This is an optimization exercise on Yosys and OpenROAD, whose aim is small area, not a production implementation.
Only simulation tests tie the RTL to the original design; equivalence was not proved.
No driver is modelled on the clock port, so clocking that relies on it looks cheaper here than on a real chip.
Power figures rest on the tool's default switching activity, not on a simulated workload.

== old ==
==> module SPIMaster, before the edit <==
module SPIMaster #(
	parameter WIDTH = 8,
	parameter TxFIFODepth = 8,
	parameter RxFIFODepth = 8
	)(
	input clk,
	input rst_n,
    output CS_n,
    output SCK,
    output MOSI,
    input MISO,
	output [WIDTH - 1:0] RXdata,
	input readEn,
	output RXFIFOempty,
	output RXFIFOfull,
	output TXFIFOempty,
	output TXFIFOfull,
	input [WIDTH - 1:0] TXdata,
	input writeEn,
	input startTransaction,
	output doneTransaction,
	input [7:0] prescale1,
	input [7:0] prescale2
	);
	localparam [4:0] IDLE = 5'b00000;
	localparam [4:0] START = 5'b00010;
	localparam [4:0] LOAD = 5'b00100;
	localparam [4:0] END1 = 5'b00101;
	localparam [4:0] END2 = 5'b00011;
	localparam [4:0] SEND0 = 5'b10000;
	localparam [4:0] SENDLAST = 5'b11111;
	logic [4:0] state;
	logic [WIDTH - 1:0] shiftOut;
	wire idle = ~(state[4] | state[2] | state[1] | state[0]);
	wire sending = state[4];
	wire active = state[4] | state[0];
	wire inFlight = state[4] | state[2];
	wire lastBit = state == SENDLAST;
	wire isStart = ~state[4] & state[1] & ~state[0];
	wire isLoad = ~state[4] & state[2] & ~state[0];
	wire isEnd = ~state[4] & state[0];
	assign CS_n = idle;
	assign doneTransaction = idle;
	assign SCK = state[0];
	assign MOSI = shiftOut[WIDTH - 1] & active;
	logic SCKTick;
	clkPrescale prescaler (
		.clk(clk),
		.rst_n(rst_n),
		.prescaleEn(active),
		.prescale1(prescale1),
		.prescale2(prescale2),
		.SCKTick(SCKTick)
	);
	logic [$clog2(RxFIFODepth) - 1:0] rxWritePtr;
	logic [WIDTH - 1:0] TXFIFOdata;
	FIFO #(.WIDTH(WIDTH), .DEPTH(TxFIFODepth)) TXFIFO (
		.clk(clk),
		.rst_n(rst_n),
		.writeData(TXdata),
		.writeEn(writeEn),
		.readPtr(rxWritePtr + inFlight),
		.readSel(rxWritePtr),
		.readGate(idle),
		.readData(TXFIFOdata),
		.readEn(isStart),
		.full(TXFIFOfull),
		.empty(TXFIFOempty)
	);
	RXFIFO #(.WIDTH(WIDTH), .DEPTH(RxFIFODepth)) RXFIFO (
		.clk(clk),
		.rst_n(rst_n),
		.shiftBit(MISO),
		.shiftEn(SCKTick & sending & ~state[0]),
		.commit(~state[4] & state[2] & state[0]),
		.writePtrOut(rxWritePtr),
		.readData(RXdata),
		.readEn(readEn),
		.full(RXFIFOfull),
		.empty(RXFIFOempty)
	);
	wire shiftNow = SCKTick & sending & state[0] & ~lastBit;
	wire holdNow = ~idle & ~shiftNow;
	always @(posedge clk)
		shiftOut <= TXFIFOdata | ({shiftOut[WIDTH - 2:0], 1'b0} & {WIDTH{shiftNow}}) | (shiftOut & {WIDTH{holdNow}});
	wire t = SCKTick;
	wire h15 = &state[3:0];
	wire [4:0] stateNext;
	assign stateNext[4] = isLoad | (sending & ~h15);
	assign stateNext[3] = sending & ~h15 & (state[3] ^ (t & state[0] & state[1] & state[2]));
	assign stateNext[2] = sending ? (h15 | (state[2] ^ (t & state[0] & state[1]))) : isStart;
	assign stateNext[1] = sending ? (~h15 & (state[1] ^ (t & state[0])))
	                              : ((idle & startTransaction) | (isEnd & ~t));
	assign stateNext[0] = sending ? (h15 | (state[0] ^ t)) : (isEnd & ~t);
	always @(posedge clk) begin
		if (~rst_n) state <= IDLE;
		else state <= stateNext;
	end
endmodule
==> flow/config.mk <==
export PLATFORM = sky130hd
export DESIGN_NAME = SPIMaster
export DESIGN_NICKNAME = SPIMaster
export VERILOG_FILES = /design/flow/design.v
export SDC_FILE = /design/flow/constraint.sdc
export NUM_CORES = 4
export LEC_CHECK = 0
export CAP_MARGIN = 0
export CORE_MARGIN = 2
export CORE_UTILIZATION = 70
export SLEW_MARGIN = 0
==> flow/constraint.sdc <==
create_clock -name core_clock -period 5.0 [get_ports {clk}]
set_input_delay 1.0000 -clock core_clock [delete_from_list [all_inputs] [get_ports {clk}]]
set_output_delay 1.0000 -clock core_clock [all_outputs]
set_load 0.01 [all_outputs]
standard.sh (not shown) runs the stock make flow with config.mk's settings and CLKGATE_MAP_FILE= SYNTH_SCRIPT=/design/flow/synth_recipe.tcl, a recipe that flattens the netlist after the stock synthesis.
==> flow/flow/run.sh <==
#!/bin/bash
# The standard ORFS layout (standard.sh), with these changes:
#  - synthesis maps the logic with an area-oriented ABC script (flow/abc_area.script in
#    place of ORFS's abc_speed.script); everything before ABC, the flip-flop mapping
#    included, is unchanged, so the registers are the standard synthesis's;
#  - no half/full adder cells (ADDER_MAP_FILE empty): ABC maps adders with the rest;
#  - synthesis does not use nor3_1 and nor4_1;
#  - port buffers are buf_1;
#  - the clock tree is buf_4 leaves under a buf_4 root with no dummy loads (buf_4 drives
#    a little better than clkbuf_4 in the same area), and
#    flow/post_cts.tcl upsizes a leaf whose estimated sink slew is over LEAF_SLEW_NS to buf_6.
# Each step's full output goes to a log file in this folder (and ORFS's own logs under orfs/logs).
set -euo pipefail
WORK=$PWD

rm -rf "$WORK/synth_scripts"
cp -r "$FLOW_HOME/scripts" "$WORK/synth_scripts"
cp "$WORK/flow/abc_area.script" "$WORK/synth_scripts/abc_speed.script"

# Synthesis's don't-use list: the platform's, plus nor3_1 and nor4_1, whose small
# max-capacitance limits make the resizer buffer them when ABC has them drive the
# 8 bits of a FIFO slot.
SYNTH_DONT_USE="$(tr '\n' ' ' < "$WORK/flow/synth_dont_use.txt")"
export BUFFER_PORTS_ARGS="-buffer_cell sky130_fd_sc_hd__buf_1"
export CTS_ARGS="-sink_clustering_enable -repair_clock_nets -dont_use_dummy_load -sink_clustering_size 100 -sink_clustering_max_diameter 500 -buf_list sky130_fd_sc_hd__buf_4 -root_buf sky130_fd_sc_hd__buf_4"
export LEAF_SLEW_NS=0.110
export POST_CTS_TCL="$WORK/flow/post_cts.tcl"

bash standard.sh SCRIPTS_DIR="$WORK/synth_scripts" ADDER_MAP_FILE= DONT_USE_CELLS="$SYNTH_DONT_USE" synth > synth.log 2>&1
bash standard.sh finish > layout.log 2>&1
Other scripts of this flow, unchanged in this note and not shown: flow/flow/abc_area.script, flow/flow/post_cts.tcl, flow/flow/synth_dont_use.txt
old closes out successfully: all stages finished, all timing, DRC and antenna checks passed.
Setup changes, old to new
diff --git a/flow/design.v b/flow/design.v
--- a/flow/design.v
+++ b/flow/design.v
@@ -154,18 +154,16 @@
 	localparam [4:0] START = 5'b00010;
 	localparam [4:0] LOAD = 5'b00100;
 	localparam [4:0] END1 = 5'b00101;
 	localparam [4:0] END2 = 5'b00011;
 	localparam [4:0] SEND0 = 5'b10000;
-	localparam [4:0] SENDLAST = 5'b11111;
 	logic [4:0] state;
 	logic [WIDTH - 1:0] shiftOut;
 	wire idle = ~(state[4] | state[2] | state[1] | state[0]);
 	wire sending = state[4];
 	wire active = state[4] | state[0];
 	wire inFlight = state[4] | state[2];
-	wire lastBit = state == SENDLAST;
 	wire isStart = ~state[4] & state[1] & ~state[0];
 	wire isLoad = ~state[4] & state[2] & ~state[0];
 	wire isEnd = ~state[4] & state[0];
 	assign CS_n = idle;
 	assign doneTransaction = idle;
@@ -205,14 +203,14 @@
 		.readData(RXdata),
 		.readEn(readEn),
 		.full(RXFIFOfull),
 		.empty(RXFIFOempty)
 	);
-	wire shiftNow = SCKTick & sending & state[0] & ~lastBit;
+	wire shiftNow = SCKTick & state[0];
 	wire holdNow = ~idle & ~shiftNow;
 	always @(posedge clk)
-		shiftOut <= TXFIFOdata | ({shiftOut[WIDTH - 2:0], 1'b0} & {WIDTH{shiftNow}}) | (shiftOut & {WIDTH{holdNow}});
+		shiftOut <= TXFIFOdata | ({shiftOut[WIDTH - 2:0], shiftOut[0]} & {WIDTH{shiftNow}}) | (shiftOut & {WIDTH{holdNow}});
 	wire t = SCKTick;
 	wire h15 = &state[3:0];
 	wire [4:0] stateNext;
 	assign stateNext[4] = isLoad | (sending & ~h15);
 	assign stateNext[3] = sending & ~h15 & (state[3] ^ (t & state[0] & state[1] & state[2]));
### Flow results
- new vs old on power: new is the lower one.
- [new] total number of vias rose about 2.3% relative to old
- new completed; timing, DRC and antenna clean
- Instance area after placement delta (old -> new): insignificant
- Taking old as the reference, in new fraction of power consumed by combinational cells moved up, die area level, leakage dissipation moved up, area after synthesis level, setup slack moved down.
- Compared with old, in new final instance area now sits at about the same level, signed area change from the synthesized netlist to the final layout now sits at about the same level.

## what the ideal ports hide
No port has a modelled driver above. Below, the same layouts with a new extraction and two added sets of constraints.
Step 1: set_driving_cell puts a clkbuf_16 on clk and a buf_2 on each other input, an assumption about the parent block.
Step 2 times the ports against the registers' clock, not the clock port: input delays grow and output delays shrink by t, the midpoint of the rising clock arrivals with the driver on.
Slacks: ideal / step 1 / step 2; pairs: ideal / step 1.
run | t, ns | slack for setup (ns) | worst data-port slew with drivers (ns)
old | 0.494 | 1.870 / 1.846 / 1.462 | 0.05
new | 0.490 | 1.782 / 1.749 / 1.562 | 0.05
After both steps setup and hold are still met in every run listed. For old, which loses most, drivers alone change the setup slack by -0.024 ns; drivers and shift together by -0.408 ns.
